Context: an optimization exercise on an open-source flow, tuned for small area and a short achievable clock period. The choices shown serve that exercise and are no tape-out recipe. No run shown here included a check of the RTL's function; only the layout flow was run.

File: flow/design.v
module MAC(A,B,out,clk,reset);
  input [15:0] A,B;
  input clk,reset;
  output [35:0] out;
  reg [35:0] x;
  reg [35:0] y;
  wire [35:0] acc = out;
  wire [35:0] nx, ny;
  wire na0, nb0;
  INV uia0 (A[0], na0);
  INV uib0 (B[0], nb0);
  wire na1, nb1;
  INV uia1 (A[1], na1);
  INV uib1 (B[1], nb1);
  wire na2, nb2;
  INV uia2 (A[2], na2);
  INV uib2 (B[2], nb2);
  wire na3, nb3;
  INV uia3 (A[3], na3);
  INV uib3 (B[3], nb3);
  wire na4, nb4;
  INV uia4 (A[4], na4);
  INV uib4 (B[4], nb4);
  wire na5, nb5;
  INV uia5 (A[5], na5);
  INV uib5 (B[5], nb5);
  wire na6, nb6;
  INV uia6 (A[6], na6);
  INV uib6 (B[6], nb6);
  wire na7, nb7;
  INV uia7 (A[7], na7);
  INV uib7 (B[7], nb7);
  wire na8, nb8;
  INV uia8 (A[8], na8);
  INV uib8 (B[8], nb8);
  wire na9, nb9;
  INV uia9 (A[9], na9);
  INV uib9 (B[9], nb9);
  wire na10, nb10;
  INV uia10 (A[10], na10);
  INV uib10 (B[10], nb10);
  wire na11, nb11;
  INV uia11 (A[11], na11);
  INV uib11 (B[11], nb11);
  wire na12, nb12;
  INV uia12 (A[12], na12);
  INV uib12 (B[12], nb12);
  wire na13, nb13;
  INV uia13 (A[13], na13);
  INV uib13 (B[13], nb13);
  wire na14, nb14;
  INV uia14 (A[14], na14);
  INV uib14 (B[14], nb14);
  wire na15, nb15;
  INV uia15 (A[15], na15);
  INV uib15 (B[15], nb15);
  wire pp_0_0 = ~(na0 | nb0);
  wire pp_0_1 = ~(na0 | nb1);
  wire pp_0_2 = ~(na0 | nb2);
  wire pp_0_3 = ~(na0 | nb3);
  wire pp_0_4 = ~(na0 | nb4);
  wire pp_0_5 = ~(na0 | nb5);
  wire pp_0_6 = ~(na0 | nb6);
  wire pp_0_7 = ~(na0 | nb7);
  wire pp_0_8 = ~(na0 | nb8);
  wire pp_0_9 = ~(na0 | nb9);
  wire pp_0_10 = ~(na0 | nb10);
  wire pp_0_11 = ~(na0 | nb11);
  wire pp_0_12 = ~(na0 | nb12);
  wire pp_0_13 = ~(na0 | nb13);
  wire pp_0_14 = ~(na0 | nb14);
  wire pp_0_15 = ~(na0 | nb15);
  wire pp_1_0 = ~(na1 | nb0);
  wire pp_1_1 = ~(na1 | nb1);
  wire pp_1_2 = ~(na1 | nb2);
  wire pp_1_3 = ~(na1 | nb3);
  wire pp_1_4 = ~(na1 | nb4);
  wire pp_1_5 = ~(na1 | nb5);
  wire pp_1_6 = ~(na1 | nb6);
  wire pp_1_7 = ~(na1 | nb7);
  wire pp_1_8 = ~(na1 | nb8);
  wire pp_1_9 = ~(na1 | nb9);
  wire pp_1_10 = ~(na1 | nb10);
  wire pp_1_11 = ~(na1 | nb11);
  wire pp_1_12 = ~(na1 | nb12);
  wire pp_1_13 = ~(na1 | nb13);
  wire pp_1_14 = ~(na1 | nb14);
  wire pp_1_15 = ~(na1 | nb15);
  wire pp_2_0 = ~(na2 | nb0);
  wire pp_2_1 = ~(na2 | nb1);
  wire pp_2_2 = ~(na2 | nb2);
  wire pp_2_3 = ~(na2 | nb3);
  wire pp_2_4 = ~(na2 | nb4);
  wire pp_2_5 = ~(na2 | nb5);
  wire pp_2_6 = ~(na2 | nb6);
  wire pp_2_7 = ~(na2 | nb7);
  wire pp_2_8 = ~(na2 | nb8);
  wire pp_2_9 = ~(na2 | nb9);
  wire pp_2_10 = ~(na2 | nb10);
  wire pp_2_11 = ~(na2 | nb11);
  wire pp_2_12 = ~(na2 | nb12);
  wire pp_2_13 = ~(na2 | nb13);
  wire pp_2_14 = ~(na2 | nb14);
  wire pp_2_15 = ~(na2 | nb15);
  wire pp_3_0 = ~(na3 | nb0);
  wire pp_3_1 = ~(na3 | nb1);
  wire pp_3_2 = ~(na3 | nb2);
  wire pp_3_3 = ~(na3 | nb3);
  wire pp_3_4 = ~(na3 | nb4);
  wire pp_3_5 = ~(na3 | nb5);
  wire pp_3_6 = ~(na3 | nb6);
  wire pp_3_7 = ~(na3 | nb7);
  wire pp_3_8 = ~(na3 | nb8);
  wire pp_3_9 = ~(na3 | nb9);
  wire pp_3_10 = ~(na3 | nb10);
  wire pp_3_11 = ~(na3 | nb11);
  wire pp_3_12 = ~(na3 | nb12);
  wire pp_3_13 = ~(na3 | nb13);
  wire pp_3_14 = ~(na3 | nb14);
  wire pp_3_15 = ~(na3 | nb15);
  wire pp_4_0 = ~(na4 | nb0);
  wire pp_4_1 = ~(na4 | nb1);
  wire pp_4_2 = ~(na4 | nb2);
  wire pp_4_3 = ~(na4 | nb3);
  wire pp_4_4 = ~(na4 | nb4);
  wire pp_4_5 = ~(na4 | nb5);
  wire pp_4_6 = ~(na4 | nb6);
  wire pp_4_7 = ~(na4 | nb7);
  wire pp_4_8 = ~(na4 | nb8);
  wire pp_4_9 = ~(na4 | nb9);
  wire pp_4_10 = ~(na4 | nb10);
  wire pp_4_11 = ~(na4 | nb11);
  wire pp_4_12 = ~(na4 | nb12);
  wire pp_4_13 = ~(na4 | nb13);
  wire pp_4_14 = ~(na4 | nb14);
  wire pp_4_15 = ~(na4 | nb15);
  wire pp_5_0 = ~(na5 | nb0);
  wire pp_5_1 = ~(na5 | nb1);
  wire pp_5_2 = ~(na5 | nb2);
  wire pp_5_3 = ~(na5 | nb3);
  wire pp_5_4 = ~(na5 | nb4);
  wire pp_5_5 = ~(na5 | nb5);
  wire pp_5_6 = ~(na5 | nb6);
  wire pp_5_7 = ~(na5 | nb7);
  wire pp_5_8 = ~(na5 | nb8);
  wire pp_5_9 = ~(na5 | nb9);
  wire pp_5_10 = ~(na5 | nb10);
  wire pp_5_11 = ~(na5 | nb11);
  wire pp_5_12 = ~(na5 | nb12);
  wire pp_5_13 = ~(na5 | nb13);
  wire pp_5_14 = ~(na5 | nb14);
  wire pp_5_15 = ~(na5 | nb15);
  wire pp_6_0 = ~(na6 | nb0);
  wire pp_6_1 = ~(na6 | nb1);
  wire pp_6_2 = ~(na6 | nb2);
  wire pp_6_3 = ~(na6 | nb3);
  wire pp_6_4 = ~(na6 | nb4);
  wire pp_6_5 = ~(na6 | nb5);
  wire pp_6_6 = ~(na6 | nb6);
  wire pp_6_7 = ~(na6 | nb7);
  wire pp_6_8 = ~(na6 | nb8);
  wire pp_6_9 = ~(na6 | nb9);
  wire pp_6_10 = ~(na6 | nb10);
  wire pp_6_11 = ~(na6 | nb11);
  wire pp_6_12 = ~(na6 | nb12);
  wire pp_6_13 = ~(na6 | nb13);
  wire pp_6_14 = ~(na6 | nb14);
  wire pp_6_15 = ~(na6 | nb15);
  wire pp_7_0 = ~(na7 | nb0);
  wire pp_7_1 = ~(na7 | nb1);
  wire pp_7_2 = ~(na7 | nb2);
  wire pp_7_3 = ~(na7 | nb3);
  wire pp_7_4 = ~(na7 | nb4);
  wire pp_7_5 = ~(na7 | nb5);
  wire pp_7_6 = ~(na7 | nb6);
  wire pp_7_7 = ~(na7 | nb7);
  wire pp_7_8 = ~(na7 | nb8);
  wire pp_7_9 = ~(na7 | nb9);
  wire pp_7_10 = ~(na7 | nb10);
  wire pp_7_11 = ~(na7 | nb11);
  wire pp_7_12 = ~(na7 | nb12);
  wire pp_7_13 = ~(na7 | nb13);
  wire pp_7_14 = ~(na7 | nb14);
  wire pp_7_15 = ~(na7 | nb15);
  wire pp_8_0 = ~(na8 | nb0);
  wire pp_8_1 = ~(na8 | nb1);
  wire pp_8_2 = ~(na8 | nb2);
  wire pp_8_3 = ~(na8 | nb3);
  wire pp_8_4 = ~(na8 | nb4);
  wire pp_8_5 = ~(na8 | nb5);
  wire pp_8_6 = ~(na8 | nb6);
  wire pp_8_7 = ~(na8 | nb7);
  wire pp_8_8 = ~(na8 | nb8);
  wire pp_8_9 = ~(na8 | nb9);
  wire pp_8_10 = ~(na8 | nb10);
  wire pp_8_11 = ~(na8 | nb11);
  wire pp_8_12 = ~(na8 | nb12);
  wire pp_8_13 = ~(na8 | nb13);
  wire pp_8_14 = ~(na8 | nb14);
  wire pp_8_15 = ~(na8 | nb15);
  wire pp_9_0 = ~(na9 | nb0);
  wire pp_9_1 = ~(na9 | nb1);
  wire pp_9_2 = ~(na9 | nb2);
  wire pp_9_3 = ~(na9 | nb3);
  wire pp_9_4 = ~(na9 | nb4);
  wire pp_9_5 = ~(na9 | nb5);
  wire pp_9_6 = ~(na9 | nb6);
  wire pp_9_7 = ~(na9 | nb7);
  wire pp_9_8 = ~(na9 | nb8);
  wire pp_9_9 = ~(na9 | nb9);
  wire pp_9_10 = ~(na9 | nb10);
  wire pp_9_11 = ~(na9 | nb11);
  wire pp_9_12 = ~(na9 | nb12);
  wire pp_9_13 = ~(na9 | nb13);
  wire pp_9_14 = ~(na9 | nb14);
  wire pp_9_15 = ~(na9 | nb15);
  wire pp_10_0 = ~(na10 | nb0);
  wire pp_10_1 = ~(na10 | nb1);
  wire pp_10_2 = ~(na10 | nb2);
  wire pp_10_3 = ~(na10 | nb3);
  wire pp_10_4 = ~(na10 | nb4);
  wire pp_10_5 = ~(na10 | nb5);
  wire pp_10_6 = ~(na10 | nb6);
  wire pp_10_7 = ~(na10 | nb7);
  wire pp_10_8 = ~(na10 | nb8);
  wire pp_10_9 = ~(na10 | nb9);
  wire pp_10_10 = ~(na10 | nb10);
  wire pp_10_11 = ~(na10 | nb11);
  wire pp_10_12 = ~(na10 | nb12);
  wire pp_10_13 = ~(na10 | nb13);
  wire pp_10_14 = ~(na10 | nb14);
  wire pp_10_15 = ~(na10 | nb15);
  wire pp_11_0 = ~(na11 | nb0);
  wire pp_11_1 = ~(na11 | nb1);
  wire pp_11_2 = ~(na11 | nb2);
  wire pp_11_3 = ~(na11 | nb3);
  wire pp_11_4 = ~(na11 | nb4);
  wire pp_11_5 = ~(na11 | nb5);
  wire pp_11_6 = ~(na11 | nb6);
  wire pp_11_7 = ~(na11 | nb7);
  wire pp_11_8 = ~(na11 | nb8);
  wire pp_11_9 = ~(na11 | nb9);
  wire pp_11_10 = ~(na11 | nb10);
  wire pp_11_11 = ~(na11 | nb11);
  wire pp_11_12 = ~(na11 | nb12);
  wire pp_11_13 = ~(na11 | nb13);
  wire pp_11_14 = ~(na11 | nb14);
  wire pp_11_15 = ~(na11 | nb15);
  wire pp_12_0 = ~(na12 | nb0);
  wire pp_12_1 = ~(na12 | nb1);
  wire pp_12_2 = ~(na12 | nb2);
  wire pp_12_3 = ~(na12 | nb3);
  wire pp_12_4 = ~(na12 | nb4);
  wire pp_12_5 = ~(na12 | nb5);
  wire pp_12_6 = ~(na12 | nb6);
  wire pp_12_7 = ~(na12 | nb7);
  wire pp_12_8 = ~(na12 | nb8);
  wire pp_12_9 = ~(na12 | nb9);
  wire pp_12_10 = ~(na12 | nb10);
  wire pp_12_11 = ~(na12 | nb11);
  wire pp_12_12 = ~(na12 | nb12);
  wire pp_12_13 = ~(na12 | nb13);
  wire pp_12_14 = ~(na12 | nb14);
  wire pp_12_15 = ~(na12 | nb15);
  wire pp_13_0 = ~(na13 | nb0);
  wire pp_13_1 = ~(na13 | nb1);
  wire pp_13_2 = ~(na13 | nb2);
  wire pp_13_3 = ~(na13 | nb3);
  wire pp_13_4 = ~(na13 | nb4);
  wire pp_13_5 = ~(na13 | nb5);
  wire pp_13_6 = ~(na13 | nb6);
  wire pp_13_7 = ~(na13 | nb7);
  wire pp_13_8 = ~(na13 | nb8);
  wire pp_13_9 = ~(na13 | nb9);
  wire pp_13_10 = ~(na13 | nb10);
  wire pp_13_11 = ~(na13 | nb11);
  wire pp_13_12 = ~(na13 | nb12);
  wire pp_13_13 = ~(na13 | nb13);
  wire pp_13_14 = ~(na13 | nb14);
  wire pp_13_15 = ~(na13 | nb15);
  wire pp_14_0 = ~(na14 | nb0);
  wire pp_14_1 = ~(na14 | nb1);
  wire pp_14_2 = ~(na14 | nb2);
  wire pp_14_3 = ~(na14 | nb3);
  wire pp_14_4 = ~(na14 | nb4);
  wire pp_14_5 = ~(na14 | nb5);
  wire pp_14_6 = ~(na14 | nb6);
  wire pp_14_7 = ~(na14 | nb7);
  wire pp_14_8 = ~(na14 | nb8);
  wire pp_14_9 = ~(na14 | nb9);
  wire pp_14_10 = ~(na14 | nb10);
  wire pp_14_11 = ~(na14 | nb11);
  wire pp_14_12 = ~(na14 | nb12);
  wire pp_14_13 = ~(na14 | nb13);
  wire pp_14_14 = ~(na14 | nb14);
  wire pp_14_15 = ~(na14 | nb15);
  wire pp_15_0 = ~(na15 | nb0);
  wire pp_15_1 = ~(na15 | nb1);
  wire pp_15_2 = ~(na15 | nb2);
  wire pp_15_3 = ~(na15 | nb3);
  wire pp_15_4 = ~(na15 | nb4);
  wire pp_15_5 = ~(na15 | nb5);
  wire pp_15_6 = ~(na15 | nb6);
  wire pp_15_7 = ~(na15 | nb7);
  wire pp_15_8 = ~(na15 | nb8);
  wire pp_15_9 = ~(na15 | nb9);
  wire pp_15_10 = ~(na15 | nb10);
  wire pp_15_11 = ~(na15 | nb11);
  wire pp_15_12 = ~(na15 | nb12);
  wire pp_15_13 = ~(na15 | nb13);
  wire pp_15_14 = ~(na15 | nb14);
  wire pp_15_15 = ~(na15 | nb15);
  wire s1, c2;
  HA us1 (acc[12], pp_0_12, s1, c2);
  wire s3, c4;
  FA us3 (acc[13], pp_0_13, pp_10_3, s3, c4);
  wire s5, c6;
  HA us5 (pp_11_2, pp_12_1, s5, c6);
  wire s7, c8;
  FA us7 (acc[14], pp_0_14, pp_10_4, s7, c8);
  wire s9, c10;
  FA us9 (pp_11_3, pp_12_2, pp_13_1, s9, c10);
  wire s11, c12;
  HA us11 (pp_14_0, pp_1_13, s11, c12);
  wire s13, c14;
  FA us13 (acc[15], pp_0_15, pp_10_5, s13, c14);
  wire s15, c16;
  FA us15 (pp_11_4, pp_12_3, pp_13_2, s15, c16);
  wire s17, c18;
  FA us17 (pp_14_1, pp_15_0, pp_1_14, s17, c18);
  wire s19, c20;
  HA us19 (pp_2_13, pp_3_12, s19, c20);
  wire s21, c22;
  FA us21 (acc[16], pp_10_6, pp_11_5, s21, c22);
  wire s23, c24;
  FA us23 (pp_12_4, pp_13_3, pp_14_2, s23, c24);
  wire s25, c26;
  FA us25 (pp_15_1, pp_1_15, pp_2_14, s25, c26);
  wire s27, c28;
  HA us27 (pp_3_13, pp_4_12, s27, c28);
  wire s29, c30;
  FA us29 (acc[17], pp_10_7, pp_11_6, s29, c30);
  wire s31, c32;
  FA us31 (pp_12_5, pp_13_4, pp_14_3, s31, c32);
  wire s33, c34;
  FA us33 (pp_15_2, pp_2_15, pp_3_14, s33, c34);
  wire s35, c36;
  FA us35 (acc[18], pp_10_8, pp_11_7, s35, c36);
  wire s37, c38;
  FA us37 (pp_12_6, pp_13_5, pp_14_4, s37, c38);
  wire s39, c40;
  FA us39 (acc[19], pp_10_9, pp_11_8, s39, c40);
  wire s41, c42;
  HA us41 (acc[8], pp_0_8, s41, c42);
  wire s43, c44;
  FA us43 (acc[9], pp_0_9, pp_1_8, s43, c44);
  wire s45, c46;
  HA us45 (pp_2_7, pp_3_6, s45, c46);
  wire s47, c48;
  FA us47 (acc[10], pp_0_10, pp_10_0, s47, c48);
  wire s49, c50;
  FA us49 (pp_1_9, pp_2_8, pp_3_7, s49, c50);
  wire s51, c52;
  HA us51 (pp_4_6, pp_5_5, s51, c52);
  wire s53, c54;
  FA us53 (acc[11], pp_0_11, pp_10_1, s53, c54);
  wire s55, c56;
  FA us55 (pp_11_0, pp_1_10, pp_2_9, s55, c56);
  wire s57, c58;
  FA us57 (pp_3_8, pp_4_7, pp_5_6, s57, c58);
  wire s59, c60;
  HA us59 (pp_6_5, pp_7_4, s59, c60);
  wire s61, c62;
  FA us61 (pp_10_2, pp_11_1, pp_12_0, s61, c62);
  wire s63, c64;
  FA us63 (pp_1_11, pp_2_10, pp_3_9, s63, c64);
  wire s65, c66;
  FA us65 (pp_4_8, pp_5_7, pp_6_6, s65, c66);
  wire s67, c68;
  FA us67 (pp_7_5, pp_8_4, pp_9_3, s67, c68);
  wire s69, c70;
  FA us69 (pp_13_0, pp_1_12, pp_2_11, s69, c70);
  wire s71, c72;
  FA us71 (pp_3_10, pp_4_9, pp_5_8, s71, c72);
  wire s73, c74;
  FA us73 (pp_6_7, pp_7_6, pp_8_5, s73, c74);
  wire s75, c76;
  FA us75 (pp_9_4, c2, s5, s75, c76);
  wire s77, c78;
  FA us77 (pp_2_12, pp_3_11, pp_4_10, s77, c78);
  wire s79, c80;
  FA us79 (pp_5_9, pp_6_8, pp_7_7, s79, c80);
  wire s81, c82;
  FA us81 (pp_8_6, pp_9_5, c6, s81, c82);
  wire s83, c84;
  FA us83 (s11, c4, s7, s83, c84);
  wire s85, c86;
  FA us85 (pp_4_11, pp_5_10, pp_6_9, s85, c86);
  wire s87, c88;
  FA us87 (pp_7_8, pp_8_7, pp_9_6, s87, c88);
  wire s89, c90;
  FA us89 (c12, s19, c10, s89, c90);
  wire s91, c92;
  FA us91 (c8, s13, s15, s91, c92);
  wire s93, c94;
  FA us93 (pp_5_11, pp_6_10, pp_7_9, s93, c94);
  wire s95, c96;
  FA us95 (pp_8_8, pp_9_7, c20, s95, c96);
  wire s97, c98;
  FA us97 (s27, c14, c16, s97, c98);
  wire s99, c100;
  FA us99 (c18, s21, s23, s99, c100);
  wire s101, c102;
  FA us101 (pp_4_13, pp_5_12, pp_6_11, s101, c102);
  wire s103, c104;
  FA us103 (pp_7_10, pp_8_9, pp_9_8, s103, c104);
  wire s105, c106;
  FA us105 (c28, c22, c24, s105, c106);
  wire s107, c108;
  FA us107 (c26, s29, s31, s107, c108);
  wire s109, c110;
  FA us109 (pp_15_3, pp_3_15, pp_4_14, s109, c110);
  wire s111, c112;
  FA us111 (pp_5_13, pp_6_12, pp_7_11, s111, c112);
  wire s113, c114;
  FA us113 (pp_8_10, pp_9_9, c30, s113, c114);
  wire s115, c116;
  FA us115 (c32, c34, s35, s115, c116);
  wire s117, c118;
  FA us117 (pp_12_7, pp_13_6, pp_14_5, s117, c118);
  wire s119, c120;
  FA us119 (pp_15_4, pp_4_15, pp_5_14, s119, c120);
  wire s121, c122;
  FA us121 (pp_6_13, pp_7_12, pp_8_11, s121, c122);
  wire s123, c124;
  FA us123 (pp_9_10, c36, c38, s123, c124);
  wire s125, c126;
  FA us125 (acc[20], pp_10_10, pp_11_9, s125, c126);
  wire s127, c128;
  FA us127 (pp_12_8, pp_13_7, pp_14_6, s127, c128);
  wire s129, c130;
  FA us129 (pp_15_5, pp_5_15, pp_6_14, s129, c130);
  wire s131, c132;
  FA us131 (pp_7_13, pp_8_12, pp_9_11, s131, c132);
  wire s133, c134;
  FA us133 (acc[21], pp_10_11, pp_11_10, s133, c134);
  wire s135, c136;
  FA us135 (pp_12_9, pp_13_8, pp_14_7, s135, c136);
  wire s137, c138;
  FA us137 (pp_15_6, pp_6_15, pp_7_14, s137, c138);
  wire s139, c140;
  FA us139 (acc[22], pp_10_12, pp_11_11, s139, c140);
  wire s141, c142;
  FA us141 (pp_12_10, pp_13_9, pp_14_8, s141, c142);
  wire s143, c144;
  FA us143 (acc[23], pp_10_13, pp_11_12, s143, c144);
  wire s145, c146;
  HA us145 (acc[5], pp_0_5, s145, c146);
  wire s147, c148;
  FA us147 (acc[6], pp_0_6, pp_1_5, s147, c148);
  wire s149, c150;
  HA us149 (pp_2_4, pp_3_3, s149, c150);
  wire s151, c152;
  FA us151 (acc[7], pp_0_7, pp_1_6, s151, c152);
  wire s153, c154;
  FA us153 (pp_2_5, pp_3_4, pp_4_3, s153, c154);
  wire s155, c156;
  HA us155 (pp_5_2, pp_6_1, s155, c156);
  wire s157, c158;
  FA us157 (pp_1_7, pp_2_6, pp_3_5, s157, c158);
  wire s159, c160;
  FA us159 (pp_4_4, pp_5_3, pp_6_2, s159, c160);
  wire s161, c162;
  FA us161 (pp_7_1, pp_8_0, s41, s161, c162);
  wire s163, c164;
  FA us163 (pp_4_5, pp_5_4, pp_6_3, s163, c164);
  wire s165, c166;
  FA us165 (pp_7_2, pp_8_1, pp_9_0, s165, c166);
  wire s167, c168;
  FA us167 (c42, s45, s43, s167, c168);
  wire s169, c170;
  FA us169 (pp_6_4, pp_7_3, pp_8_2, s169, c170);
  wire s171, c172;
  FA us171 (pp_9_1, c46, s51, s171, c172);
  wire s173, c174;
  FA us173 (c44, s47, s49, s173, c174);
  wire s175, c176;
  FA us175 (pp_8_3, pp_9_2, c52, s175, c176);
  wire s177, c178;
  FA us177 (s59, c48, c50, s177, c178);
  wire s179, c180;
  FA us179 (s53, s55, s57, s179, c180);
  wire s181, c182;
  FA us181 (c60, s1, c54, s181, c182);
  wire s183, c184;
  FA us183 (c56, c58, s61, s183, c184);
  wire s185, c186;
  FA us185 (s63, s65, s67, s185, c186);
  wire s187, c188;
  FA us187 (c62, c64, c66, s187, c188);
  wire s189, c190;
  FA us189 (c68, s3, s69, s189, c190);
  wire s191, c192;
  FA us191 (s71, s73, s75, s191, c192);
  wire s193, c194;
  FA us193 (c70, c72, c74, s193, c194);
  wire s195, c196;
  FA us195 (s77, s79, s9, s195, c196);
  wire s197, c198;
  FA us197 (s81, c76, s83, s197, c198);
  wire s199, c200;
  FA us199 (c78, c80, s17, s199, c200);
  wire s201, c202;
  FA us201 (s85, s87, c82, s201, c202);
  wire s203, c204;
  FA us203 (c84, s89, s91, s203, c204);
  wire s205, c206;
  FA us205 (c86, c88, s25, s205, c206);
  wire s207, c208;
  FA us207 (s93, s95, c90, s207, c208);
  wire s209, c210;
  FA us209 (c92, s97, s99, s209, c210);
  wire s211, c212;
  FA us211 (c94, s101, s103, s211, c212);
  wire s213, c214;
  FA us213 (s33, c96, c98, s213, c214);
  wire s215, c216;
  FA us215 (c100, s105, s107, s215, c216);
  wire s217, c218;
  FA us217 (c102, c104, s109, s217, c218);
  wire s219, c220;
  FA us219 (s111, s37, c106, s219, c220);
  wire s221, c222;
  FA us221 (c108, s113, s115, s221, c222);
  wire s223, c224;
  FA us223 (c110, c112, s117, s223, c224);
  wire s225, c226;
  FA us225 (s119, s121, s39, s225, c226);
  wire s227, c228;
  FA us227 (c114, c116, s123, s227, c228);
  wire s229, c230;
  FA us229 (c118, c120, c122, s229, c230);
  wire s231, c232;
  FA us231 (c40, s125, s127, s231, c232);
  wire s233, c234;
  FA us233 (s129, s131, c124, s233, c234);
  wire s235, c236;
  FA us235 (pp_8_13, pp_9_12, c126, s235, c236);
  wire s237, c238;
  FA us237 (c128, c130, c132, s237, c238);
  wire s239, c240;
  FA us239 (s133, s135, s137, s239, c240);
  wire s241, c242;
  FA us241 (pp_15_7, pp_7_15, pp_8_14, s241, c242);
  wire s243, c244;
  FA us243 (pp_9_13, c134, c136, s243, c244);
  wire s245, c246;
  FA us245 (c138, s139, s141, s245, c246);
  wire s247, c248;
  FA us247 (pp_12_11, pp_13_10, pp_14_9, s247, c248);
  wire s249, c250;
  FA us249 (pp_15_8, pp_8_15, pp_9_14, s249, c250);
  wire s251, c252;
  FA us251 (c140, c142, s143, s251, c252);
  wire s253, c254;
  FA us253 (acc[24], pp_10_14, pp_11_13, s253, c254);
  wire s255, c256;
  FA us255 (pp_12_12, pp_13_11, pp_14_10, s255, c256);
  wire s257, c258;
  FA us257 (pp_15_9, pp_9_15, c144, s257, c258);
  wire s259, c260;
  FA us259 (acc[25], pp_10_15, pp_11_14, s259, c260);
  wire s261, c262;
  FA us261 (pp_12_13, pp_13_12, pp_14_11, s261, c262);
  wire s263, c264;
  FA us263 (acc[26], pp_11_15, pp_12_14, s263, c264);
  wire s265, c266;
  HA us265 (acc[3], pp_0_3, s265, c266);
  wire s267, c268;
  FA us267 (acc[4], pp_0_4, pp_1_3, s267, c268);
  wire s269, c270;
  HA us269 (pp_2_2, pp_3_1, s269, c270);
  wire s271, c272;
  FA us271 (pp_1_4, pp_2_3, pp_3_2, s271, c272);
  wire s273, c274;
  FA us273 (pp_4_1, pp_5_0, s145, s273, c274);
  wire s275, c276;
  FA us275 (pp_4_2, pp_5_1, pp_6_0, s275, c276);
  wire s277, c278;
  FA us277 (c146, s149, s147, s277, c278);
  wire s279, c280;
  FA us279 (pp_7_0, c150, s155, s279, c280);
  wire s281, c282;
  FA us281 (c148, s151, s153, s281, c282);
  wire s283, c284;
  FA us283 (c156, c152, c154, s283, c284);
  wire s285, c286;
  FA us285 (s157, s159, s161, s285, c286);
  wire s287, c288;
  FA us287 (c158, c160, s163, s287, c288);
  wire s289, c290;
  FA us289 (s165, c162, s167, s289, c290);
  wire s291, c292;
  FA us291 (c164, c166, s169, s291, c292);
  wire s293, c294;
  FA us293 (s171, c168, s173, s293, c294);
  wire s295, c296;
  FA us295 (c170, s175, c172, s295, c296);
  wire s297, c298;
  FA us297 (c174, s177, s179, s297, c298);
  wire s299, c300;
  FA us299 (c176, c178, c180, s299, c300);
  wire s301, c302;
  FA us301 (s181, s183, s185, s301, c302);
  wire s303, c304;
  FA us303 (c182, c184, c186, s303, c304);
  wire s305, c306;
  FA us305 (s187, s189, s191, s305, c306);
  wire s307, c308;
  FA us307 (c188, c190, s193, s307, c308);
  wire s309, c310;
  FA us309 (s195, c192, s197, s309, c310);
  wire s311, c312;
  FA us311 (c194, c196, s199, s311, c312);
  wire s313, c314;
  FA us313 (s201, c198, s203, s313, c314);
  wire s315, c316;
  FA us315 (c200, s205, c202, s315, c316);
  wire s317, c318;
  FA us317 (s207, c204, s209, s317, c318);
  wire s319, c320;
  FA us319 (c206, s211, c208, s319, c320);
  wire s321, c322;
  FA us321 (s213, c210, s215, s321, c322);
  wire s323, c324;
  FA us323 (c212, s217, c214, s323, c324);
  wire s325, c326;
  FA us325 (s219, c216, s221, s325, c326);
  wire s327, c328;
  FA us327 (c218, s223, s225, s327, c328);
  wire s329, c330;
  FA us329 (c220, c222, s227, s329, c330);
  wire s331, c332;
  FA us331 (c224, c226, s229, s331, c332);
  wire s333, c334;
  FA us333 (s231, c228, s233, s333, c334);
  wire s335, c336;
  FA us335 (c230, c232, s235, s335, c336);
  wire s337, c338;
  FA us337 (s237, s239, c234, s337, c338);
  wire s339, c340;
  FA us339 (s241, c236, c238, s339, c340);
  wire s341, c342;
  FA us341 (c240, s243, s245, s341, c342);
  wire s343, c344;
  FA us343 (c242, s247, s249, s343, c344);
  wire s345, c346;
  FA us345 (c244, c246, s251, s345, c346);
  wire s347, c348;
  FA us347 (c248, c250, s253, s347, c348);
  wire s349, c350;
  FA us349 (s255, c252, s257, s349, c350);
  wire s351, c352;
  FA us351 (pp_15_10, c254, c256, s351, c352);
  wire s353, c354;
  FA us353 (s259, s261, c258, s353, c354);
  wire s355, c356;
  FA us355 (pp_13_13, pp_14_12, pp_15_11, s355, c356);
  wire s357, c358;
  FA us357 (c260, c262, s263, s357, c358);
  wire s359, c360;
  FA us359 (acc[27], pp_12_15, pp_13_14, s359, c360);
  wire s361, c362;
  FA us361 (pp_14_13, pp_15_12, c264, s361, c362);
  wire s363, c364;
  FA us363 (acc[28], pp_13_15, pp_14_14, s363, c364);
  wire s365, c366;
  HA us365 (acc[2], pp_0_2, s365, c366);
  wire s367, c368;
  FA us367 (pp_1_2, pp_2_1, pp_3_0, s367, c368);
  wire s369, c370;
  FA us369 (pp_4_0, c266, s269, s369, c370);
  wire s371, c372;
  FA us371 (c270, c268, s271, s371, c372);
  wire s373, c374;
  FA us373 (c272, s275, c274, s373, c374);
  wire s375, c376;
  FA us375 (c276, s279, c278, s375, c376);
  wire s377, c378;
  FA us377 (c280, c282, s283, s377, c378);
  wire s379, c380;
  FA us379 (c284, s287, c286, s379, c380);
  wire s381, c382;
  FA us381 (c288, s291, c290, s381, c382);
  wire s383, c384;
  FA us383 (c292, s295, c294, s383, c384);
  wire s385, c386;
  FA us385 (c296, c298, s299, s385, c386);
  wire s387, c388;
  FA us387 (c300, c302, s303, s387, c388);
  wire s389, c390;
  FA us389 (c304, s307, c306, s389, c390);
  wire s391, c392;
  FA us391 (c308, s311, c310, s391, c392);
  wire s393, c394;
  FA us393 (c312, s315, c314, s393, c394);
  wire s395, c396;
  FA us395 (c316, s319, c318, s395, c396);
  wire s397, c398;
  FA us397 (c320, s323, c322, s397, c398);
  wire s399, c400;
  FA us399 (s327, c324, c326, s399, c400);
  wire s401, c402;
  FA us401 (c328, s331, c330, s401, c402);
  wire s403, c404;
  FA us403 (c332, s335, c334, s403, c404);
  wire s405, c406;
  FA us405 (c336, s339, s341, s405, c406);
  wire s407, c408;
  FA us407 (s343, c340, c342, s407, c408);
  wire s409, c410;
  FA us409 (c344, s347, c346, s409, c410);
  wire s411, c412;
  FA us411 (c348, s351, c350, s411, c412);
  wire s413, c414;
  FA us413 (s355, c352, s357, s413, c414);
  wire s415, c416;
  FA us415 (c356, s359, c358, s415, c416);
  wire s417, c418;
  FA us417 (pp_15_13, c360, s363, s417, c418);
  wire s419, c420;
  FA us419 (acc[29], pp_14_15, pp_15_14, s419, c420);
  wire s421, c422;
  HA us421 (acc[1], pp_0_1, s421, c422);
  wire s423, c424;
  FA us423 (pp_1_1, pp_2_0, s365, s423, c424);
  wire s425, c426;
  FA us425 (c366, s265, s367, s425, c426);
  wire s427, c428;
  FA us427 (c368, s267, s369, s427, c428);
  wire s429, c430;
  FA us429 (c370, s273, s371, s429, c430);
  wire s431, c432;
  FA us431 (c372, s277, s373, s431, c432);
  wire s433, c434;
  FA us433 (s281, c374, s375, s433, c434);
  wire s435, c436;
  FA us435 (s285, c376, s377, s435, c436);
  wire s437, c438;
  FA us437 (c378, s289, s379, s437, c438);
  wire s439, c440;
  FA us439 (s293, c380, s381, s439, c440);
  wire s441, c442;
  FA us441 (s297, c382, s383, s441, c442);
  wire s443, c444;
  FA us443 (s301, c384, s385, s443, c444);
  wire s445, c446;
  FA us445 (s305, c386, s387, s445, c446);
  wire s447, c448;
  FA us447 (c388, s309, s389, s447, c448);
  wire s449, c450;
  FA us449 (s313, c390, s391, s449, c450);
  wire s451, c452;
  FA us451 (s317, c392, s393, s451, c452);
  wire s453, c454;
  FA us453 (s321, c394, s395, s453, c454);
  wire s455, c456;
  FA us455 (s325, c396, s397, s455, c456);
  wire s457, c458;
  FA us457 (s329, c398, s399, s457, c458);
  wire s459, c460;
  FA us459 (s333, c400, s401, s459, c460);
  wire s461, c462;
  FA us461 (s337, c402, s403, s461, c462);
  wire s463, c464;
  FA us463 (c338, s405, c404, s463, c464);
  wire s465, c466;
  FA us465 (s345, c406, s407, s465, c466);
  wire s467, c468;
  FA us467 (s349, c408, s409, s467, c468);
  wire s469, c470;
  FA us469 (s353, c410, s411, s469, c470);
  wire s471, c472;
  FA us471 (c354, s413, c412, s471, c472);
  wire s473, c474;
  FA us473 (s361, c414, s415, s473, c474);
  wire s475, c476;
  FA us475 (c362, s417, c416, s475, c476);
  wire s477, c478;
  FA us477 (c364, s419, c418, s477, c478);
  wire s479, c480;
  FA us479 (acc[30], pp_15_15, c420, s479, c480);
  assign nx[0] = acc[0];
  assign ny[0] = pp_0_0;
  assign nx[1] = pp_1_0;
  assign ny[1] = s421;
  assign nx[2] = c422;
  assign ny[2] = s423;
  assign nx[3] = c424;
  assign ny[3] = s425;
  assign nx[4] = c426;
  assign ny[4] = s427;
  assign nx[5] = c428;
  assign ny[5] = s429;
  assign nx[6] = c430;
  assign ny[6] = s431;
  assign nx[7] = c432;
  assign ny[7] = s433;
  assign nx[8] = c434;
  assign ny[8] = s435;
  assign nx[9] = c436;
  assign ny[9] = s437;
  assign nx[10] = c438;
  assign ny[10] = s439;
  assign nx[11] = c440;
  assign ny[11] = s441;
  assign nx[12] = c442;
  assign ny[12] = s443;
  assign nx[13] = c444;
  assign ny[13] = s445;
  assign nx[14] = c446;
  assign ny[14] = s447;
  assign nx[15] = c448;
  assign ny[15] = s449;
  assign nx[16] = c450;
  assign ny[16] = s451;
  assign nx[17] = c452;
  assign ny[17] = s453;
  assign nx[18] = c454;
  assign ny[18] = s455;
  assign nx[19] = c456;
  assign ny[19] = s457;
  assign nx[20] = c458;
  assign ny[20] = s459;
  assign nx[21] = c460;
  assign ny[21] = s461;
  assign nx[22] = c462;
  assign ny[22] = s463;
  assign nx[23] = s465;
  assign ny[23] = c464;
  assign nx[24] = c466;
  assign ny[24] = s467;
  assign nx[25] = c468;
  assign ny[25] = s469;
  assign nx[26] = c470;
  assign ny[26] = s471;
  assign nx[27] = s473;
  assign ny[27] = c472;
  assign nx[28] = c474;
  assign ny[28] = s475;
  assign nx[29] = s477;
  assign ny[29] = c476;
  assign nx[30] = s479;
  assign ny[30] = c478;
  assign nx[31] = acc[31];
  assign ny[31] = c480;
  assign nx[32] = acc[32];
  assign ny[32] = 1'b0;
  assign nx[33] = acc[33];
  assign ny[33] = 1'b0;
  assign nx[34] = acc[34];
  assign ny[34] = 1'b0;
  assign nx[35] = acc[35];
  assign ny[35] = 1'b0;
  always @(posedge clk or posedge reset)
    if (reset) begin
      x <= 36'd0;
      y <= 36'd0;
    end else begin
      x <= nx;
      y <= ny;
    end
  wire [35:0] g = x & y;
  wire [35:0] p = x ^ y;
  wire G0_1 = g[1] | (p[1] & g[0]);
  wire P0_1 = p[1] & p[0];
  wire G0_3 = g[3] | (p[3] & g[2]);
  wire P0_3 = p[3] & p[2];
  wire G0_5 = g[5] | (p[5] & g[4]);
  wire P0_5 = p[5] & p[4];
  wire G0_7 = g[7] | (p[7] & g[6]);
  wire P0_7 = p[7] & p[6];
  wire G0_9 = g[9] | (p[9] & g[8]);
  wire P0_9 = p[9] & p[8];
  wire G0_11 = g[11] | (p[11] & g[10]);
  wire P0_11 = p[11] & p[10];
  wire G0_13 = g[13] | (p[13] & g[12]);
  wire P0_13 = p[13] & p[12];
  wire G0_15 = g[15] | (p[15] & g[14]);
  wire P0_15 = p[15] & p[14];
  wire G0_17 = g[17] | (p[17] & g[16]);
  wire P0_17 = p[17] & p[16];
  wire G0_19 = g[19] | (p[19] & g[18]);
  wire P0_19 = p[19] & p[18];
  wire G0_21 = g[21] | (p[21] & g[20]);
  wire P0_21 = p[21] & p[20];
  wire G0_23 = g[23] | (p[23] & g[22]);
  wire P0_23 = p[23] & p[22];
  wire G0_25 = g[25] | (p[25] & g[24]);
  wire P0_25 = p[25] & p[24];
  wire G0_27 = g[27] | (p[27] & g[26]);
  wire P0_27 = p[27] & p[26];
  wire G0_29 = g[29] | (p[29] & g[28]);
  wire P0_29 = p[29] & p[28];
  wire G0_31 = g[31] | (p[31] & g[30]);
  wire P0_31 = p[31] & p[30];
  wire G0_33 = g[33] | (p[33] & g[32]);
  wire P0_33 = p[33] & p[32];
  wire G1_2 = g[2] | (p[2] & G0_1);
  wire P1_2 = p[2] & P0_1;
  wire G1_3 = G0_3 | (P0_3 & G0_1);
  wire P1_3 = P0_3 & P0_1;
  wire G1_6 = g[6] | (p[6] & G0_5);
  wire P1_6 = p[6] & P0_5;
  wire G1_7 = G0_7 | (P0_7 & G0_5);
  wire P1_7 = P0_7 & P0_5;
  wire G1_10 = g[10] | (p[10] & G0_9);
  wire P1_10 = p[10] & P0_9;
  wire G1_11 = G0_11 | (P0_11 & G0_9);
  wire P1_11 = P0_11 & P0_9;
  wire G1_14 = g[14] | (p[14] & G0_13);
  wire P1_14 = p[14] & P0_13;
  wire G1_15 = G0_15 | (P0_15 & G0_13);
  wire P1_15 = P0_15 & P0_13;
  wire G1_18 = g[18] | (p[18] & G0_17);
  wire P1_18 = p[18] & P0_17;
  wire G1_19 = G0_19 | (P0_19 & G0_17);
  wire P1_19 = P0_19 & P0_17;
  wire G1_22 = g[22] | (p[22] & G0_21);
  wire P1_22 = p[22] & P0_21;
  wire G1_23 = G0_23 | (P0_23 & G0_21);
  wire P1_23 = P0_23 & P0_21;
  wire G1_26 = g[26] | (p[26] & G0_25);
  wire P1_26 = p[26] & P0_25;
  wire G1_27 = G0_27 | (P0_27 & G0_25);
  wire P1_27 = P0_27 & P0_25;
  wire G1_30 = g[30] | (p[30] & G0_29);
  wire P1_30 = p[30] & P0_29;
  wire G1_31 = G0_31 | (P0_31 & G0_29);
  wire P1_31 = P0_31 & P0_29;
  wire G1_34 = g[34] | (p[34] & G0_33);
  wire P1_34 = p[34] & P0_33;
  wire G2_4 = g[4] | (p[4] & G1_3);
  wire P2_4 = p[4] & P1_3;
  wire G2_5 = G0_5 | (P0_5 & G1_3);
  wire P2_5 = P0_5 & P1_3;
  wire G2_6 = G1_6 | (P1_6 & G1_3);
  wire P2_6 = P1_6 & P1_3;
  wire G2_7 = G1_7 | (P1_7 & G1_3);
  wire P2_7 = P1_7 & P1_3;
  wire G2_12 = g[12] | (p[12] & G1_11);
  wire P2_12 = p[12] & P1_11;
  wire G2_13 = G0_13 | (P0_13 & G1_11);
  wire P2_13 = P0_13 & P1_11;
  wire G2_14 = G1_14 | (P1_14 & G1_11);
  wire P2_14 = P1_14 & P1_11;
  wire G2_15 = G1_15 | (P1_15 & G1_11);
  wire P2_15 = P1_15 & P1_11;
  wire G2_20 = g[20] | (p[20] & G1_19);
  wire P2_20 = p[20] & P1_19;
  wire G2_21 = G0_21 | (P0_21 & G1_19);
  wire P2_21 = P0_21 & P1_19;
  wire G2_22 = G1_22 | (P1_22 & G1_19);
  wire P2_22 = P1_22 & P1_19;
  wire G2_23 = G1_23 | (P1_23 & G1_19);
  wire P2_23 = P1_23 & P1_19;
  wire G2_28 = g[28] | (p[28] & G1_27);
  wire P2_28 = p[28] & P1_27;
  wire G2_29 = G0_29 | (P0_29 & G1_27);
  wire P2_29 = P0_29 & P1_27;
  wire G2_30 = G1_30 | (P1_30 & G1_27);
  wire P2_30 = P1_30 & P1_27;
  wire G2_31 = G1_31 | (P1_31 & G1_27);
  wire P2_31 = P1_31 & P1_27;
  wire G3_8 = g[8] | (p[8] & G2_7);
  wire P3_8 = p[8] & P2_7;
  wire G3_9 = G0_9 | (P0_9 & G2_7);
  wire P3_9 = P0_9 & P2_7;
  wire G3_10 = G1_10 | (P1_10 & G2_7);
  wire P3_10 = P1_10 & P2_7;
  wire G3_11 = G1_11 | (P1_11 & G2_7);
  wire P3_11 = P1_11 & P2_7;
  wire G3_12 = G2_12 | (P2_12 & G2_7);
  wire P3_12 = P2_12 & P2_7;
  wire G3_13 = G2_13 | (P2_13 & G2_7);
  wire P3_13 = P2_13 & P2_7;
  wire G3_14 = G2_14 | (P2_14 & G2_7);
  wire P3_14 = P2_14 & P2_7;
  wire G3_15 = G2_15 | (P2_15 & G2_7);
  wire P3_15 = P2_15 & P2_7;
  wire G3_24 = g[24] | (p[24] & G2_23);
  wire P3_24 = p[24] & P2_23;
  wire G3_25 = G0_25 | (P0_25 & G2_23);
  wire P3_25 = P0_25 & P2_23;
  wire G3_26 = G1_26 | (P1_26 & G2_23);
  wire P3_26 = P1_26 & P2_23;
  wire G3_27 = G1_27 | (P1_27 & G2_23);
  wire P3_27 = P1_27 & P2_23;
  wire G3_28 = G2_28 | (P2_28 & G2_23);
  wire P3_28 = P2_28 & P2_23;
  wire G3_29 = G2_29 | (P2_29 & G2_23);
  wire P3_29 = P2_29 & P2_23;
  wire G3_30 = G2_30 | (P2_30 & G2_23);
  wire P3_30 = P2_30 & P2_23;
  wire G3_31 = G2_31 | (P2_31 & G2_23);
  wire P3_31 = P2_31 & P2_23;
  wire G4_16 = g[16] | (p[16] & G3_15);
  wire P4_16 = p[16] & P3_15;
  wire G4_17 = G0_17 | (P0_17 & G3_15);
  wire P4_17 = P0_17 & P3_15;
  wire G4_18 = G1_18 | (P1_18 & G3_15);
  wire P4_18 = P1_18 & P3_15;
  wire G4_19 = G1_19 | (P1_19 & G3_15);
  wire P4_19 = P1_19 & P3_15;
  wire G4_20 = G2_20 | (P2_20 & G3_15);
  wire P4_20 = P2_20 & P3_15;
  wire G4_21 = G2_21 | (P2_21 & G3_15);
  wire P4_21 = P2_21 & P3_15;
  wire G4_22 = G2_22 | (P2_22 & G3_15);
  wire P4_22 = P2_22 & P3_15;
  wire G4_23 = G2_23 | (P2_23 & G3_15);
  wire P4_23 = P2_23 & P3_15;
  wire G4_24 = G3_24 | (P3_24 & G3_15);
  wire P4_24 = P3_24 & P3_15;
  wire G4_25 = G3_25 | (P3_25 & G3_15);
  wire P4_25 = P3_25 & P3_15;
  wire G4_26 = G3_26 | (P3_26 & G3_15);
  wire P4_26 = P3_26 & P3_15;
  wire G4_27 = G3_27 | (P3_27 & G3_15);
  wire P4_27 = P3_27 & P3_15;
  wire G4_28 = G3_28 | (P3_28 & G3_15);
  wire P4_28 = P3_28 & P3_15;
  wire G4_29 = G3_29 | (P3_29 & G3_15);
  wire P4_29 = P3_29 & P3_15;
  wire G4_30 = G3_30 | (P3_30 & G3_15);
  wire P4_30 = P3_30 & P3_15;
  wire G4_31 = G3_31 | (P3_31 & G3_15);
  wire P4_31 = P3_31 & P3_15;
  wire G5_32 = g[32] | (p[32] & G4_31);
  wire P5_32 = p[32] & P4_31;
  wire G5_33 = G0_33 | (P0_33 & G4_31);
  wire P5_33 = P0_33 & P4_31;
  wire G5_34 = G1_34 | (P1_34 & G4_31);
  wire P5_34 = P1_34 & P4_31;
  assign out[0] = p[0];
  assign out[1] = p[1] ^ g[0];
  assign out[2] = p[2] ^ G0_1;
  assign out[3] = p[3] ^ G1_2;
  assign out[4] = p[4] ^ G1_3;
  assign out[5] = p[5] ^ G2_4;
  assign out[6] = p[6] ^ G2_5;
  assign out[7] = p[7] ^ G2_6;
  assign out[8] = p[8] ^ G2_7;
  assign out[9] = p[9] ^ G3_8;
  assign out[10] = p[10] ^ G3_9;
  assign out[11] = p[11] ^ G3_10;
  assign out[12] = p[12] ^ G3_11;
  assign out[13] = p[13] ^ G3_12;
  assign out[14] = p[14] ^ G3_13;
  assign out[15] = p[15] ^ G3_14;
  assign out[16] = p[16] ^ G3_15;
  assign out[17] = p[17] ^ G4_16;
  assign out[18] = p[18] ^ G4_17;
  assign out[19] = p[19] ^ G4_18;
  assign out[20] = p[20] ^ G4_19;
  assign out[21] = p[21] ^ G4_20;
  assign out[22] = p[22] ^ G4_21;
  assign out[23] = p[23] ^ G4_22;
  assign out[24] = p[24] ^ G4_23;
  assign out[25] = p[25] ^ G4_24;
  assign out[26] = p[26] ^ G4_25;
  assign out[27] = p[27] ^ G4_26;
  assign out[28] = p[28] ^ G4_27;
  assign out[29] = p[29] ^ G4_28;
  assign out[30] = p[30] ^ G4_29;
  assign out[31] = p[31] ^ G4_30;
  assign out[32] = p[32] ^ G4_31;
  assign out[33] = p[33] ^ G5_32;
  assign out[34] = p[34] ^ G5_33;
  assign out[35] = p[35] ^ G5_34;
endmodule
module FA(a, b, c, s, co);
  input a, b, c;
  output s, co;
  assign s = a ^ b ^ c;
  assign co = (a & b) | (a & c) | (b & c);
endmodule
module INV(a, y);
  input a;
  output y;
  assign y = ~a;
endmodule
module HA(a, b, s, co);
  input a, b;
  output s, co;
  assign s = a ^ b;
  assign co = a & b;
endmodule
File: flow/flow/run.sh
#!/bin/bash
# The standard layout (standard.sh: standard synthesis and ORFS flow, SDC unchanged),
# with a hook after repair_design that sizes the port buffers and the operand inverters
# (hooks.tcl); knobs.sh holds the cell choices. make's output goes to make_flow.log, each
# ORFS step's log to orfs/logs/.
set -euo pipefail
HERE=$(cd "$(dirname "$0")" && pwd)
source "$HERE/knobs.sh"
export PORT_BUF_IN PORT_BUF_OUT OPND_INV
bash standard.sh BUFFER_PORTS_ARGS="-buffer_cell $PORT_BUF_IN" POST_RESIZE_TCL="$HERE/hooks.tcl" SETUP_SLACK_MARGIN=$MARGIN finish > make_flow.log 2>&1
File: flow/flow/hooks.tcl
# Sourced by ORFS after repair_design in the resize step (POST_RESIZE_TCL).
# Port buffers: inputs get $::env(PORT_BUF_IN), outputs $::env(PORT_BUF_OUT).
# Inverters fed by an input buffer (the operand inverters of the NOR partial
# products, each driving 16 gates) get $::env(OPND_INV).
set block [ord::get_db_block]
set n_in 0; set n_out 0; set n_inv 0
foreach bterm [$block getBTerms] {
  set net [$bterm getNet]
  if {$net eq "NULL"} continue
  set name [$bterm getName]
  if {$name eq "clk"} continue
  if {[$bterm getIoType] eq "INPUT"} {
    foreach it [$net getITerms] {
      set inst [$it getInst]
      set m [[$inst getMaster] getName]
      if {![string match "sky130_fd_sc_hd__*buf*" $m]} continue
      if {$m ne $::env(PORT_BUF_IN)} { replace_cell [get_cells [$inst getName]] [get_lib_cells $::env(PORT_BUF_IN)] }
      incr n_in
      foreach ot [$inst getITerms] {
        if {![$ot isOutputSignal]} continue
        set onet [$ot getNet]
        if {$onet eq "NULL"} continue
        foreach lt [$onet getITerms] {
          set li [$lt getInst]
          set lm [[$li getMaster] getName]
          if {[string match "sky130_fd_sc_hd__inv_*" $lm] && [$lt isInputSignal] && $::env(OPND_INV) ne ""} {
            replace_cell [get_cells [$li getName]] [get_lib_cells $::env(OPND_INV)]
            incr n_inv
          }
        }
      }
    }
  } else {
    foreach it [$net getITerms] {
      if {![$it isOutputSignal]} continue
      set inst [$it getInst]
      set m [[$inst getMaster] getName]
      if {![string match "sky130_fd_sc_hd__*buf*" $m]} continue
      if {$m ne $::env(PORT_BUF_OUT)} { replace_cell [get_cells [$inst getName]] [get_lib_cells $::env(PORT_BUF_OUT)] }
      incr n_out
    }
  }
}
puts "hooks: $n_in input buffers, $n_out output buffers, $n_inv operand inverters resized"
File: flow/flow/knobs.sh
PORT_BUF_IN=sky130_fd_sc_hd__buf_1
PORT_BUF_OUT=sky130_fd_sc_hd__buf_2
OPND_INV=sky130_fd_sc_hd__inv_4
MARGIN=0
File: flow/standard.sh
#!/bin/bash
# synth_recipe.tcl (not shown) runs the flow's synth.tcl, then flattens the netlist and writes it again
# the make line also repeats each setting of config.mk as NAME=value (left out here)
make -C /OpenROAD-flow-scripts/flow DESIGN_CONFIG=/design/flow/config.mk WORK_HOME=/design/flow/orfs CLKGATE_MAP_FILE= SYNTH_SCRIPT=/design/flow/synth_recipe.tcl "${@:-finish}"
File: flow/config.mk
export PLATFORM = sky130hd
export DESIGN_NAME = MAC
export DESIGN_NICKNAME = MAC
export VERILOG_FILES = /design/flow/design.v
export SDC_FILE = /design/flow/constraint.sdc
export NUM_CORES = 4
export LEC_CHECK = 0
export CAP_MARGIN = 20
export CORE_MARGIN = 2
export CORE_UTILIZATION = 40
export CTS_BUF_LIST = sky130_fd_sc_hd__clkbuf_8
export SLEW_MARGIN = 20
export SYNTH_HIERARCHICAL = 1
File: flow/constraint.sdc
create_clock -name core_clock -period 18.0 [get_ports {clk}]
set_input_delay 3.6000 -clock core_clock [delete_from_list [all_inputs] [get_ports {clk}]]
set_output_delay 3.6000 -clock core_clock [all_outputs]
set_load 0.01 [all_outputs]
==> results.yml, run 1 <==
critical_path:
  r2r_slack_ns: 12.07
  critPathLaunchType: "flop"
  critPathArrivalTime_ns: 3.58
  r2r-start: "y[0]"
  crit_fanout: 3
  cpPeakStageDelay_ns: 0.74
  worstPathRequired_ns: 14.40
  worstSetupPathType: "flop to primary output"
  crit_buf_inv: 2
  reg2reg_depth: 15
  crit_chain: "ha_1 > inv_1 > fa_1 > nand2b_1 > a211oi_2 > nor2_1 > a41oi_1 > a21oi_1 > o311ai_1 > buf_2"
  r2r_end: "y[16]"
  critical_path.slowest_cell: "o311ai_1"
  critPathTopFamily: "compound AO/OA/AOI/OAI gates"
  worstSetupEndpointType: "primary output"
timing:
  hold_viol: 0
  period_needed_ns: 7.18
  rsz0062_at_grt: "no"
  setup_ws_ns: 10.82
  clock_skew_ns: 0.0151
  finalMaxSlewViolations: 0
  final.setup.tns_ns: 0
  max_freq_mhz: 139
  worst-slew-pin-transition_ns: 0.925
  setup_violations: 0
  slew_headroom_pct: 38.3
  fin_crit_sh_pct: 39.9
job:
  max-cap-violations: 0
clock_tree:
  cts_setup_buffers: 0
  ctsRootBufferMaster: "clkbuf_8"
  path_clk_slew_ns: 0.09
  cts_hold_buf: 0
  clock_sinks: 68
  cts_made_buffers: 9
  cts-resized-gates: 0
  cts_max_level: 3
  cts_tree: "built"
  clockBufferDepth: 2
  clock_latency_ns: 0.38
die:
  die_width_um: 157
  die_area_um2: 24700
  core_um2: 23300
  start_util_pct: 40.4
  die_h_um: 157
  row_count: 56
  num_io_pins: 70
route:
  vias: 6507
  ant_nets: 0
  initialDrtViolationCount: 396
  wire_per_inst_um: 20.4
  first_pass_iters: 5
  drt_wl_total_mm: 25.1
  vias_per_cell: 5.30
  drc_errors: 0
placed_design:
  hpwl_mm: 19.2
  gp_congestion: 0.900
  port_buffers: 69
  placed_area_um2: 9970
  pre_cts_slack_ns: 11.01
final_layout:
  final_common_cell: "nor2_1"
  area_growth_pct: 7.89
  drive_gt1_share_pct: 11.8
  diodes: 0
  fin_util_pct: 43.6
  final_nets: 1214
  n_fill_cell: 2258
  fin_area_um2: 10100
  final_cell_mix: "nor2_1, fa_1, dfrtp_1, ha_1, buf_2"
  regArea_um2: 1700
  multiInputGateArea_um2: 7230
global_route:
  grt_max_degree: 69
  grt.overflow.total: 0
  grt_pass1_vias: 7177
  track_usage_pct: 22.3
  grt_pass1_wl_mm: 40.7
  antenna_found_initial: 0
logic_synthesis:
  synthArstFlopShare_pct: 100
  netlist_area_um2: 9400
  avgSynthCellArea_um2: 10.6
  yosys_warnings: 7
  synthDistinctLibCells: 52
  synth_nets: 1195
  yosys_register_bits: 68
  yosysSeqAreaShare_pct: 18.1
  synth_edf_count: 0
  synth-main-ff-cell: "dfrtp_1"
  synth_cells: 884
hold_path:
  hold_class: "flop to flop"
  hold_end: "x[35]"
  worstHoldStart: "x[35]"
  whs_path_depth: 1
status:
  outcome: "no timing/DRC/antenna violations"
-- registers in the layout (all words and copies together), names as in the netlist --
| signal | cells |
|---|---|
| x | 36 |
| y | 32 |
-- cell usage after synthesis (3+ instances only) --
master / n / area (µm²)
a21oi_2: 6 / 52.6
o211ai_1: 3 / 22.5
nand2b_1: 4 / 25.0
dfrtp_1: 68 / 1700
a21oi_1: 18 / 90.1
nor2b_1: 3 / 18.8
o41ai_2: 3 / 48.8
nor3_1: 10 / 50.1
o21ai_0: 4 / 20.0
nand3_1: 3 / 15.0
xor2_1: 6 / 52.6
xnor2_1: 17 / 149
ha_1: 48 / 601
nor2_1: 280 / 1050
a21o_1: 3 / 22.5
inv_1: 58 / 218
fa_1: 229 / 4580
nand2_1: 12 / 45.0
clkbuf_1: 64 / 240
o22ai_1: 3 / 18.8
-- per-stage QoR --
stage	hold WS, ns	instances
floorplan	0.465	884
global placement	0.451	1211
detailed placement	0.446	1211
CTS	0.467	1227
global route	0.509	1227
finish	0.461	1227
-- cell type report --
type	instances	area share (%)
Tap cell	319	3.94
Clock inverter	7	0.493
Timing Repair Buffer	73	3.29
Sequential cell	68	16.8
Multi-Input combinational cell	693	71.3
Inverter	58	2.96
Clock buffer	9	1.22
-- logic make-up after synthesis --
logic type,Yosys count,share of synthesized area (%)
simple gates,325,13.9
fa+ha+maj,277,55.2
buf+inv,123,4.95
flops,68,18.1
compound gates,67,5.67
xor+xnor,23,2.14
mux,1,0.120
-- layer usage --
metal,part of all wire (%),GRT usage (%),vias to the layer above
met1,41,30.2,3415
met5,0,0,-
met3,8.0,4.10,33
met2,49,37.2,280
met4,2.0,5.84,0
li1,-,-,2779
-- per-module statistics from Yosys (local to each module, per instance) --
module / area, µm² / flops+latches / times used / cells
MAC: 4600 / 68 / 1 / 612
INV: 3.75 / 0 / 32 / 1
FA: 20.0 / 0 / 224 / 1
HA: 12.5 / 0 / 16 / 1
-- worst max path at each step --
stage / from / end / depth (start not counted)
5_1_grt: y[0] / out[15] / 10
6_report: y[0] / out[15] / 10
3_3_place_gp: B[5] / y[18] / 9
4_1_cts: y[0] / out[15] / 10
3_5_place_dp: B[5] / y[19] / 9
2_1_floorplan: B[6] / y[17] / 10
==> run 2, diff against run 1 <==
--- a/flow/config.mk
+++ b/flow/config.mk
@@ -9,5 +9,4 @@
 export CORE_MARGIN = 2
 export CORE_UTILIZATION = 40
-export CTS_BUF_LIST = sky130_fd_sc_hd__clkbuf_8
 export SLEW_MARGIN = 20
 export SYNTH_HIERARCHICAL = 1
==> run 2 against run 1 <==
Net effect:
- sequential cell count unchanged
- fmax increased by 1.2%
- still clean on timing, DRC and antenna
- highest routed layer unchanged
- wire length about the same
- non-clock buffer count stayed put
- largest cell class unchanged
- cell count unchanged
==> results.yml, run 2 <==
logic_synthesis:
  synth_top_area_cell: "fa_1"
  synth-main-ff-cell: "dfrtp_1"
  synthDistinctLibCells: 52
  yosys_register_bits: 68
  yosysSeqAreaShare_pct: 18.1
  yosys_warnings: 7
  synth_cells: 884
  yosysMostFrequentCell: "nor2_1"
  synthArstFlopShare_pct: 100
  synth_nets: 1195
  netlist_area_um2: 9400
  synth.area.top_cells: "fa_1, dfrtp_1, nor2_1"
  synthTopCellsByCount: "nor2_1, fa_1, dfrtp_1"
  synth_edf_count: 0
  avgSynthCellArea_um2: 10.6
  synth.top_cell.area_share_pct: 48.8
placed_design:
  port_buffers: 69
  hpwl_mm: 19.2
  placed_area_um2: 9970
  pre_cts_slack_ns: 11.01
  gp_congestion: 0.900
hold_path:
  worstHoldStart: "x[35]"
  hold_end: "x[35]"
  hold_class: "flop to flop"
  whs_path_depth: 1
final_layout:
  top_regs: "x x36, y x32"
  n_fill_cell: 2240
  fin_util_pct: 44.0
  final_nets: 1214
  final_common_cell: "nor2_1"
  drive_gt1_share_pct: 11.8
  fin_area_um2: 10200
  regMostFlops: "x"
  area_growth_pct: 8.97
  final_cell_mix: "nor2_1, fa_1, dfrtp_1, ha_1, buf_2"
  diodes: 0
  largest_reg_flops: 36
clock_tree:
  clock_latency_ns: 0.35
  clock_sinks: 68
  cts-resized-gates: 0
  clockBufferDepth: 2
  cts_setup_buffers: 0
  cts_made_buffers: 9
  ctsRootBufferMaster: "clkbuf_16"
  path_clk_slew_ns: 0.06
  cts_max_level: 3
  cts_tree: "built"
  cts_hold_buf: 0
timing:
  clock_skew_ns: 0.0116
  hold_viol: 0
  slew_headroom_pct: 39.1
  rsz0062_at_grt: "no"
  max_freq_mhz: 141
  final.setup.tns_ns: 0
  finalMaxSlewViolations: 0
  fin_crit_sh_pct: 39.4
  period_needed_ns: 7.10
  worst-slew-pin-transition_ns: 0.913
  setup_violations: 0
  setup_ws_ns: 10.91
global_route:
  grt_pass1_wl_mm: 40.6
  track_usage_pct: 22.3
  grt.overflow.total: 0
  grt_max_degree: 69
  antenna_found_initial: 0
  grt_pass1_vias: 7167
critical_path:
  critPathArrivalTime_ns: 3.49
  crit_fanout: 3
  reg2reg_depth: 15
  worstSetupPathType: "flop to primary output"
  critical_path.slowest_cell: "o311ai_1"
  cpPeakStageDelay_ns: 0.70
  crit_chain: "ha_1 > inv_1 > fa_1 > nand2b_1 > a211oi_2 > nor2_1 > a41oi_1 > a21oi_1 > o311ai_1 > buf_2"
  r2r-start: "y[0]"
  r2r_slack_ns: 12.12
  worstPathRequired_ns: 14.40
  worstSetupEndpointType: "primary output"
  r2r_end: "y[16]"
  critPathLaunchType: "flop"
die:
  die_width_um: 157
  die_area_um2: 24700
  row_count: 56
  die_h_um: 157
  start_util_pct: 40.4
  num_io_pins: 70
  core_um2: 23300
job:
  max-cap-violations: 0
route:
  drc_errors: 0
  first_pass_iters: 5
  initialDrtViolationCount: 467
  vias_per_cell: 5.33
  vias: 6536
  drt_wl_total_mm: 25.1
  wire_per_inst_um: 20.4
  ant_nets: 0
status:
  outcome: "no timing/DRC/antenna violations"
-- run 2: cell counts after synthesis --
No cell type changed its count.
-- run 2: cells by family (layout without fill, tap and decap cells) --
kind of cell             count (synthesis)  in the layout  synth area share, %
AND/OR/NAND/NOR                        325            325                 13.9
XOR/XNOR                                23             23                 2.14
multiplexers                             1              1                0.120
buffers and inverters                  123            147                 4.95
adder cells (fa/ha/maj)                277            277                 55.2
AO/OA/AOI/OAI                           67             67                 5.67
flip-flops                              68             68                 18.1
-- run 2: worst max path at each step --
stage / endpoint / cells past startpoint / slack (ns) / startpoint
2_1_floorplan: y[17] / 10 / 10.95 / B[6]
3_3_place_gp: y[18] / 9 / 10.72 / B[5]
3_5_place_dp: y[19] / 9 / 11.01 / B[5]
4_1_cts: out[15] / 10 / 10.84 / y[0]
5_1_grt: out[15] / 10 / 10.59 / y[0]
6_report: out[15] / 10 / 10.91 / y[0]
-- run 2: Yosys stat by module, one instance, submodules excluded --
module  flops+latches  area [µm²]  cells inside
FA                  0        20.0             1
INV                 0        3.75             1
MAC                68        4600           612
HA                  0        12.5             1
-- run 2: layer usage --
layer	track usage [%]	vias to the layer above	part of all wire (%)
li1	-	2779	-
met1	30.6	3411	41
met2	36.9	313	49
met3	3.77	33	7.7
met4	6.02	0	2.1
met5	0	-	0
-- run 2: area by class of cell --
cell class	instances	area [µm²]	area share (%)
clock buffers	9	225	2.20
clock inverters	7	50.0	0.489
inverters	58	300	2.93
multi-input cells	693	7230	70.6
flip-flops and latches	68	1700	16.6
well taps	319	399	3.90
repair buffers	73	334	3.26
-- run 2: worst max-delay path, delay by kind of cell, from the launching register on --
kind | cells | cell delay, ns
buffers and inverters | 2 | 0.30
AOI/OAI and AO/OA | 4 | 1.58
and+or+nand+nor | 2 | 0.39
DFF | 1 | 0.33
adders and majority gates | 2 | 0.54
-- run 2: through the flow --
stage	instances	hold slack, ns
2_1_floorplan	884	0.465
3_3_place_gp	1211	0.451
3_5_place_dp	1211	0.446
4_1_cts	1227	0.462
5_1_grt	1227	0.505
6_report	1227	0.455

[static timing again, ports no longer ideal]
No port has a modelled driver above. Below, the same layouts with a new extraction and two added sets of constraints. Step 1 assumes that a clkbuf_16 drives the clock port and a buf_2 every other input. Step 2 adds t to the input delays and takes it off the output delays; t is the mean of the earliest and latest rising clock arrival at the registers after step 1. Input paths then give back, and output paths get back, about the clock's delay inside the block. a / b / c = ideal / step 1 / step 2; a / b = the first two.
run	t, ns	setup slack, ns	worst setup path after step 2	cell pins on the clock port's net
run 1	0.414	10.822 / 10.781 / 11.019	input to register	1
run 2	0.393	10.905 / 10.858 / 11.017	input to register	1
After both steps every run listed still meets setup and hold.
